From an optimization exercise on the open Yosys and OpenROAD flow, aimed at small area and a short achievable clock period; shortcuts taken in it are not production practice.
In this exercise RTL edits were held to simulation tests only and were not proved equivalent to the original.
Power is estimated from default activity; no workload was simulated.

==> design/flow/design.v <==
module lisnoc_fifo #(
   parameter W = 34
)(
   input              clk,
   input              rst,
   input  [W-1:0]     in_flit,
   input              push,       
   output             in_ready,
   output [W-1:0]     out_flit,
   output             out_valid,
   input              pop         
);
   reg [2:0]   wr, rd;
   reg [W-1:0] mem0, mem1, mem2, mem3;
   wire empty = (wr == rd);
   wire full  = (wr[1:0] == rd[1:0]) & (wr[2] != rd[2]);
   assign in_ready  = !full;
   assign out_valid = !empty;
   always @(posedge clk) begin
      if (rst) begin
         wr <= 3'd0;
         rd <= 3'd0;
      end else begin
         if (push) wr <= wr + 3'd1;
         if (pop)  rd <= rd + 3'd1;
      end
   end
   always @(posedge clk) begin
      if (!full && wr[1:0] == 2'd0) mem0 <= in_flit;
      if (!full && wr[1:0] == 2'd1) mem1 <= in_flit;
      if (!full && wr[1:0] == 2'd2) mem2 <= in_flit;
      if (!full && wr[1:0] == 2'd3) mem3 <= in_flit;
   end
   assign out_flit = rd[1] ? (rd[0] ? mem3 : mem2) : (rd[0] ? mem1 : mem0);
endmodule
module lisnoc_router_input_route (
   input             clk,
   input             rst,
   input      [33:0] fifo_flit,
   input             fifo_valid,
   output            fifo_pop,
   input             read,          
   output reg        active,
   output reg [4:0]  sel,
   output reg [33:0] switch_flit
);
   wire load = !active | read;
   wire hdr  = fifo_flit[32];       
   assign fifo_pop = fifo_valid & load;
   always @(posedge clk) begin
      if (rst) begin
         active <= 1'b0;
         sel    <= 5'd0;
      end else begin
         active <= fifo_valid | (active & !read);
         if (fifo_pop & hdr) sel <= fifo_flit[4:0];
      end
   end
   always @(posedge clk) begin
      if (load)
         switch_flit <= {fifo_flit[33:28],
                         hdr ? {5'd0, fifo_flit[27:5]} : fifo_flit[27:0]};
   end
endmodule
module lisnoc_router_arbiter_prio #(
   parameter [4:0] PRESENT = 5'b11111    
)(
   input              clk,
   input              rst,
   input  [4:0]       req,           
   input  [5*34-1:0]  flits,         
   input              full,          
   output [4:0]       grant,         
   output             push,          
   output [33:0]      flit_o
);
   reg  [4:0] mst;                  
   reg  [3:0] mem [0:4];            
   reg  [4:0] hi;                   
   reg  [4:0] lock;                 
   wire [4:0] r = req & PRESENT;
   wire [33:0] f [0:4];
   wire [3:0]  q [0:4];             
   wire [3:0]  c [0:4];             
   genvar p, k;
   generate
      for (p = 0; p < 5; p = p + 1) begin : g_in
         assign f[p] = PRESENT[p] ? flits[p*34 +: 34] : 34'd0;
         assign q[p] = f[p][31] ? f[p][31:28] : 4'd0;
         assign c[p] = mst[p] ? mem[p] : q[p];
      end
   endgenerate
   wire [24:0] gt;
   wire [24:0] ahead;
   generate
      for (p = 0; p < 5; p = p + 1) begin : g_p
         for (k = 0; k < 5; k = k + 1) begin : g_q
            assign gt[k*5+p] = |(c[k] & ~c[p]);
            if (k < p)
               assign ahead[k*5+p] = hi[k] | !hi[p];
            else
               assign ahead[k*5+p] = hi[k] & !hi[p];
         end
      end
   endgenerate
   wire [4:0] wun;                  
   generate
      for (p = 0; p < 5; p = p + 1) begin : g_w
         wire [4:0] beaten;
         for (k = 0; k < 5; k = k + 1) begin : g_b
            if (k == p || !PRESENT[k] || !PRESENT[p])
               assign beaten[k] = 1'b0;
            else
               assign beaten[k] = r[k] & (gt[k*5+p] | (!gt[p*5+k] & ahead[k*5+p]));
         end
         assign wun[p] = r[p] & ~|beaten;
      end
   endgenerate
   wire locked = |lock;
   wire [4:0] w = locked ? lock : wun;
   assign grant = w;
   wire [4:0] take = w & r;
   assign push = !full & |take;
   wire [4:0] is_last, is_hdr;
   generate
      for (p = 0; p < 5; p = p + 1) begin : g_t
         assign is_last[p] = f[p][33];
         assign is_hdr[p]  = !f[p][33] & f[p][32];
      end
   endgenerate
   wire done  = !full & |(take & is_last);
   wire hxfer = !full & |(take & is_hdr);
   assign flit_o = ({34{w[0]}} & f[0]) | ({34{w[1]}} & f[1]) | ({34{w[2]}} & f[2]) |
                   ({34{w[3]}} & f[3]) | ({34{w[4]}} & f[4]);
   integer i;
   always @(posedge clk) begin
      if (rst) begin
         mst  <= 5'd0;
         hi   <= 5'd0;
         lock <= 5'd0;
         for (i = 0; i < 5; i = i + 1) mem[i] <= 4'd0;
      end else if (done) begin
         for (i = 0; i < 5; i = i + 1) begin
            if (r[i] & !w[i]) begin
               mst[i] <= 1'b1;
               mem[i] <= mst[i] ? {1'b1, mem[i][3:1]} : q[i];
            end else begin
               mst[i] <= 1'b0;
               mem[i] <= 4'd0;
            end
         end
         hi   <= {w[3] | w[2] | w[1] | w[0], w[2] | w[1] | w[0], w[1] | w[0], w[0], 1'b0};
         lock <= 5'd0;
      end else if (hxfer) begin
         lock <= w;
      end
   end
endmodule
module lisnoc_router #(
   parameter [4:0] PRESENT = 5'b11111
)(
   input              clk,
   input              rst,
   input  [5*34-1:0]  in_flit,
   input  [4:0]       in_valid,
   output [4:0]       in_ready,
   output [5*34-1:0]  out_flit,
   output [4:0]       out_valid,      
   input  [4:0]       out_ready       
);
   wire [5*34-1:0] sw_flit;
   wire [4:0]      sw_active;
   wire [4:0]      sw_sel [0:4];
   wire [4:0]      read;
   wire [4:0]      grant [0:4];      
   wire [4:0]      ofull;
   genvar p, o;
   generate
      for (p = 0; p < 5; p = p + 1) begin : inputs
         if (PRESENT[p]) begin : g
            wire [33:0] fflit;
            wire        fvalid, fpop, fready;
            lisnoc_fifo fifo (
               .clk(clk), .rst(rst),
               .in_flit(in_flit[p*34 +: 34]),
               .push(in_valid[p] & fready),
               .in_ready(fready),
               .out_flit(fflit), .out_valid(fvalid), .pop(fpop));
            assign in_ready[p] = fready;
            lisnoc_router_input_route route (
               .clk(clk), .rst(rst),
               .fifo_flit(fflit), .fifo_valid(fvalid), .fifo_pop(fpop),
               .read(read[p]),
               .active(sw_active[p]), .sel(sw_sel[p]),
               .switch_flit(sw_flit[p*34 +: 34]));
            assign read[p] = (grant[0][p] & !ofull[0]) | (grant[1][p] & !ofull[1]) |
                             (grant[2][p] & !ofull[2]) | (grant[3][p] & !ofull[3]) |
                             (grant[4][p] & !ofull[4]);
         end else begin : g
            assign in_ready[p]  = 1'b0;
            assign sw_active[p] = 1'b0;
            assign sw_sel[p]    = 5'd0;
            assign sw_flit[p*34 +: 34] = 34'd0;
            assign read[p] = 1'b0;
         end
      end
      for (o = 0; o < 5; o = o + 1) begin : outputs
         if (PRESENT[o]) begin : g
            wire [4:0]  req;
            for (p = 0; p < 5; p = p + 1) begin : r
               assign req[p] = sw_active[p] & sw_sel[p][o];
            end
            wire [33:0] aflit;
            wire        apush, aready;
            lisnoc_router_arbiter_prio #(.PRESENT(PRESENT)) arbiter (
               .clk(clk), .rst(rst),
               .req(req), .flits(sw_flit), .full(!aready),
               .grant(grant[o]), .push(apush), .flit_o(aflit));
            assign ofull[o] = !aready;
            lisnoc_fifo fifo (
               .clk(clk), .rst(rst),
               .in_flit(aflit), .push(apush), .in_ready(aready),
               .out_flit(out_flit[o*34 +: 34]), .out_valid(out_valid[o]),
               .pop(out_valid[o] & out_ready[o]));
         end else begin : g
            assign grant[o] = 5'd0;
            assign ofull[o] = 1'b1;
            assign out_flit[o*34 +: 34] = 34'd0;
            assign out_valid[o] = 1'b0;
         end
      end
   endgenerate
endmodule
module reset (
   input      clk,
   input      rst_n,
   output reg reset_globle
);
   always @(posedge clk or negedge rst_n) begin
      if (!rst_n) reset_globle <= 1'b1;
      else        reset_globle <= 1'b0;
   end
endmodule
module torus_mesh #(
   parameter flit_type_width = 2,
   parameter flit_data_width = 32,
   parameter vchannels = 1,
   parameter xdim = 3,
   parameter ydim = 3,
   parameter ph_prio_offset = 0,
   parameter ph_prio_width = 4,
   parameter nodes = xdim*ydim,
   parameter flit_width = flit_data_width + flit_type_width
)(
   input                          rst_n,
   input                          clk,
   input  [nodes*flit_width-1:0]  local_in_flit_i,
   input  [nodes*vchannels-1:0]   local_in_valid_i,
   output [nodes*vchannels-1:0]   local_in_ready_o,
   output [nodes*flit_width-1:0]  local_out_flit_o,
   output [nodes*vchannels-1:0]   local_out_valid_o,
   input  [nodes*vchannels-1:0]   local_out_ready_i
);
   wire rst;
   reset rs (.clk(clk), .rst_n(rst_n), .reset_globle(rst));
   wire [5*34-1:0] in_flit   [0:8];
   wire [4:0]      in_valid  [0:8];
   wire [4:0]      in_ready  [0:8];
   wire [5*34-1:0] out_flit  [0:8];
   wire [4:0]      out_valid [0:8];
   wire [4:0]      out_ready [0:8];
   genvar x, y;
   generate
      for (y = 0; y < 3; y = y + 1) begin : row
         for (x = 0; x < 3; x = x + 1) begin : col
            localparam integer n = x + 3*y;
            localparam [4:0] PRESENT = {1'b1, x > 0, y > 0, x < 2, y < 2};
            lisnoc_router #(.PRESENT(PRESENT)) u_router (
               .clk(clk), .rst(rst),
               .in_flit(in_flit[n]), .in_valid(in_valid[n]), .in_ready(in_ready[n]),
               .out_flit(out_flit[n]), .out_valid(out_valid[n]), .out_ready(out_ready[n]));
            if (y < 2) begin : gn
               assign in_flit[n][0*34 +: 34] = out_flit[n+3][2*34 +: 34];
               assign in_valid[n][0]         = out_valid[n+3][2];
               assign out_ready[n][0]        = in_ready[n+3][2];
            end else begin : gn
               assign in_flit[n][0*34 +: 34] = 34'd0;
               assign in_valid[n][0]         = 1'b0;
               assign out_ready[n][0]        = 1'b0;
            end
            if (x < 2) begin : ge
               assign in_flit[n][1*34 +: 34] = out_flit[n+1][3*34 +: 34];
               assign in_valid[n][1]         = out_valid[n+1][3];
               assign out_ready[n][1]        = in_ready[n+1][3];
            end else begin : ge
               assign in_flit[n][1*34 +: 34] = 34'd0;
               assign in_valid[n][1]         = 1'b0;
               assign out_ready[n][1]        = 1'b0;
            end
            if (y > 0) begin : gs
               assign in_flit[n][2*34 +: 34] = out_flit[n-3][0*34 +: 34];
               assign in_valid[n][2]         = out_valid[n-3][0];
               assign out_ready[n][2]        = in_ready[n-3][0];
            end else begin : gs
               assign in_flit[n][2*34 +: 34] = 34'd0;
               assign in_valid[n][2]         = 1'b0;
               assign out_ready[n][2]        = 1'b0;
            end
            if (x > 0) begin : gw
               assign in_flit[n][3*34 +: 34] = out_flit[n-1][1*34 +: 34];
               assign in_valid[n][3]         = out_valid[n-1][1];
               assign out_ready[n][3]        = in_ready[n-1][1];
            end else begin : gw
               assign in_flit[n][3*34 +: 34] = 34'd0;
               assign in_valid[n][3]         = 1'b0;
               assign out_ready[n][3]        = 1'b0;
            end
            assign in_flit[n][4*34 +: 34] = local_in_flit_i[n*34 +: 34];
            assign in_valid[n][4]         = local_in_valid_i[n];
            assign local_in_ready_o[n]    = in_ready[n][4];
            assign local_out_flit_o[n*34 +: 34] = out_flit[n][4*34 +: 34];
            assign local_out_valid_o[n]   = !rst & out_valid[n][4] & local_out_ready_i[n];
            assign out_ready[n][4]        = local_out_ready_i[n];
         end
      end
   endgenerate
endmodule
==> design/flow/run.sh <==
#!/bin/bash
# synth_recipe.tcl (not shown) runs the flow's synth.tcl, then flattens the netlist and writes it again
# the make line also repeats each setting of config.mk as NAME=value (left out here)
make -C /OpenROAD-flow-scripts/flow DESIGN_CONFIG=/design/flow/config.mk WORK_HOME=/design/flow/orfs CLKGATE_MAP_FILE= SYNTH_SCRIPT=/design/flow/synth_recipe.tcl finish
==> design/flow/config.mk <==
export PLATFORM = sky130hd
export DESIGN_NAME = torus_mesh
export DESIGN_NICKNAME = torus_mesh
export VERILOG_FILES = /design/flow/design.v
export SDC_FILE = /design/flow/constraint.sdc
export NUM_CORES = 8
export LEC_CHECK = 0
export CAP_MARGIN = 20
export CORE_MARGIN = 2
export CORE_UTILIZATION = 40
export SLEW_MARGIN = 20
==> design/flow/constraint.sdc <==
create_clock -name core_clock -period 8.0 [get_ports {clk}]
set_input_delay 1.6000 -clock core_clock [delete_from_list [all_inputs] [get_ports {clk}]]
set_output_delay 1.6000 -clock core_clock [all_outputs]
set_load 0.01 [all_outputs]
==> results.txt <==
## how the worst max path moves through the flow
stage / endpoint / slack, ns / cells past startpoint
2_1_floorplan: row[1].col[2].u_router.inputs[3].g.route.sel[4] / 3.86 / 12
3_3_place_gp: local_out_valid_o[4] / 2.30 / 4
3_5_place_dp: row[1].col[1].u_router.inputs[1].g.fifo.rd[0] / 2.77 / 11
4_1_cts: local_out_flit_o[146] / 2.34 / 3
5_1_grt: local_out_valid_o[0] / 2.16 / 6
6_report: register / 2.46 / 10
## cell usage after synthesis (306+ instances only)
cell / count / area [µm²]
a21oi_1: 594 / 2970
a22oi_1: 474 / 3560
dfxtp_1: 1446 / 28900
ha_1: 330 / 4130
mux2_2: 851 / 9580
and2_1: 628 / 3930
nor2_1: 1211 / 4550
a211oi_1: 415 / 3120
o211ai_1: 458 / 3440
mux2i_1: 416 / 4160
a222oi_1: 973 / 9740
nand2_1: 2655 / 9970
nor2b_1: 306 / 1910
o21ai_0: 387 / 1940
clkbuf_1: 1346 / 5050
edfxtp_1: 10100 / 303000
mux4_2: 2244 / 50500
inv_1: 694 / 2610
nand3_1: 381 / 1910
## cells by family (layout without fill, tap and decap cells)
group | after synthesis | in the layout | synth area share
adder cells (fa/ha/maj) | 330 | 330 | 0.00852
multiplexers | 3514 | 3514 | 0.133
AO/OA/AOI/OAI | 4782 | 4782 | 0.0774
other | 1 | 62 | 0.00000774
buffers and inverters | 2604 | 4335 | 0.0212
AND/OR/NAND/NOR | 6641 | 6641 | 0.0671
flip-flops | 11500 | 11500 | 0.685
XOR/XNOR | 432 | 432 | 0.00780
## through the flow
| step | cells | power (µW) |
|---|---|---|
| 3_3_place_gp | 45300 | 131000 |
| 4_1_cts | 47600 | 190000 |
| 6_report | 47700 | 190000 |
| 3_5_place_dp | 45300 | 132000 |
| 2_1_floorplan | 29800 | 108000 |
| 5_1_grt | 47600 | 196000 |
## flip-flops by register name, indices dropped and copies added (netlist names), 165 cells and up
register	count
row.col.u_router.inputs.g.route.switch_flit	1122
row.col.u_router.inputs.g.fifo.mem0	1122
row.col.u_router.outputs.g.arbiter.lock	165
row.col.u_router.outputs.g.fifo.mem2	1122
row.col.u_router.inputs.g.fifo.mem2	1122
row.col.u_router.outputs.g.fifo.mem3	1122
row.col.u_router.inputs.g.fifo.mem1	1122
row.col.u_router.outputs.g.fifo.mem1	1122
row.col.u_router.inputs.g.fifo.mem3	1122
row.col.u_router.outputs.g.arbiter.mem	500
row.col.u_router.outputs.g.fifo.mem0	1122
## worst min-delay path, stage by stage (launching register included)
cell     delay, ns
dfxtp_1       0.32
inv_1         0.05
nor2_1        0.03
## power breakdown
| part | switching (µW) | total, µW | internal, µW |
|---|---|---|---|
| clock | 23800 | 58500 | 34800 |
| sequential | 10600 | 88700 | 78100 |
| combinational | 27100 | 42700 | 15600 |
| total | 61400 | 190000 | 128000 |
## layout make-up
cell class	instances	area, µm²	share of cell area
Antenna cell	61	153	0.000277
Clock buffer	1668	35300	0.0640
Clock inverter	641	6360	0.0115
Inverter	694	2610	0.00474
Multi-Input combinational cell	15700	143000	0.259
Sequential cell	11500	332000	0.603
Tap cell	16000	20100	0.0364
Timing Repair Buffer	1332	11900	0.0215
## metal layers
| layer | up-vias | global-route usage |
|---|---|---|
| li1 | 122000 | - |
| met5 | - | 0.00100 |
| met4 | 60 | 0.101 |
| met1 | 150000 | 0.336 |
| met3 | 3119 | 0.0520 |
| met2 | 13700 | 0.374 |
==> out/qor.yml <==
outcome: "timing/DRC/antenna clean"
cp-end-kind: "register"
ys_ff_latch: 11500
leakagePower_uw: 0.192
post_dp_cell_area_um2: 509000
io_buffers: 649
cp_num_buf_inv: 2
setup_viol: 0
cts_inserted_buffers: 1310
synth_async_sr_flop_share: 0.0000866
antenna_found_initial: 121
fin_util: 0.456
htree_levels: 7
powerDensity_nw_per_um2: 344
clk_path_buf_depth: 6
post_drt_wl_per_cell_um: 32.3
clock_latency_ns: 1.33
vias: 289000
post-route-min-period_ns: 5.54
maxCapViolCount: 0
critPathSlowestCell: "edfxtp_1"
post_cts_buffers: 0
area_delta_synth_final_pct: 13.7
worstSetupPathType: "register to register"
vdd_drop_max_mv: 0.235
drtIter0Drc: 41300
final-hold-violation-count: 0
start_kind: "register"
clock_sinks: 11500
final_layout_size_suffix_gt1_frac: 0.191
slowest_delay_ns: 0.97
routed.top_layer: "met5"
path_max_fanout: 37
tritoncts: "yes"
critPathTopFamily: "compound AO/OA/AOI/OAI gates"
yosys_warnings: 31
place_ws_ns: 2.77
ctsHoldBuffers: 0
hold_depth: 2
core_area_um2: 1210000
path_clk_slew_ns: 0.07
yosysSeqAreaShare: 0.685
synth-edff-count: 10100
stdcell_area_um2: 551000
avgSynthCellArea_um2: 16.2
gr-usage-all-layers: 0.243
cp.arrival_ns: 6.41
rsz0062_at_grt: "no"
ff2ff_path_depth: 10
rows: 404
grt_pass1_vias: 279000
ant_nets: 0
dp_hpwl_mm: 1050
synthFlopType: "edfxtp_1"
gp_congestion: 0.997
first_pass_iters: 20
die_area_um2: 1220000
cp_common_cell: "buf_4"
synthCells: 29800
wl_met1_mm: 636
layout_commonest_cell: "edfxtp_1"
cp_data_required_time_ns: 8.87
whs_ns: 0.445
wl_met3_mm: 129
grt.overflow.total: 0
setup_slack_ns: 2.46
totalWireLength_mm: 1540
max_slew_margin: 0.154
cts_resized: 0
dr_wl_met2_mm: 697
ios: 650
ys_types: 118
via_per_inst: 6.05
r2r_setup_slack_ns: 2.46
fp.dieW_mm: 1.10
fillers: 103000
worstPathCellList: "buf_4, and3b_1, a211oi_1, o41ai_1, o2111ai_1, o41ai_4, buf_4, a22o_1, a21o_1, or2_2"
drv_slew: 0
fin_tns_setup_ns: 0
nNetsFinal: 31200
worstMarginPinSlew_ns: 1.27
die-height_mm: 1.10
fin_crit_sh: 0.693
grt_max_degree: 103
cts_root_buffer: "clkbuf_16"
drcViolationCount: 0
layout_common_cells: "edfxtp_1, nand2_1, mux4_2"
syn_area_um2: 485000
syn_nets: 30500
hold_class: "register to register"
start_util: 0.401
fin_skew_ns: 0.103
max_clock_freq_mhz: 180
grt_pass1_wl_mm: 2140

[port drivers added, routing unchanged]
In the flow no input, the clock included, has a driving cell. The finished layout below was timed again as built, in two steps.
Step 1, drivers: a clkbuf_16 drives clk and a buf_2 each remaining input, both assumed.
Step 2 times the ports against the registers' clock, not the clock port: input delays grow and output delays shrink by t, the midpoint of the rising clock arrivals with the driver on.
Slacks: ideal / step 1 / step 2; pairs: ideal / step 1.
t (ns): 1.464
setup slack, ns: 2.458 / 2.303 / 2.458
worst setup path at the end: register to register
worst slew at a driven data input, ns: 0.33
pins driven straight from the clock port: 1
After both steps setup and hold are still met in this run. The setup slack of this run moves by -0.155 ns with the drivers and by 0.000 ns with both steps.
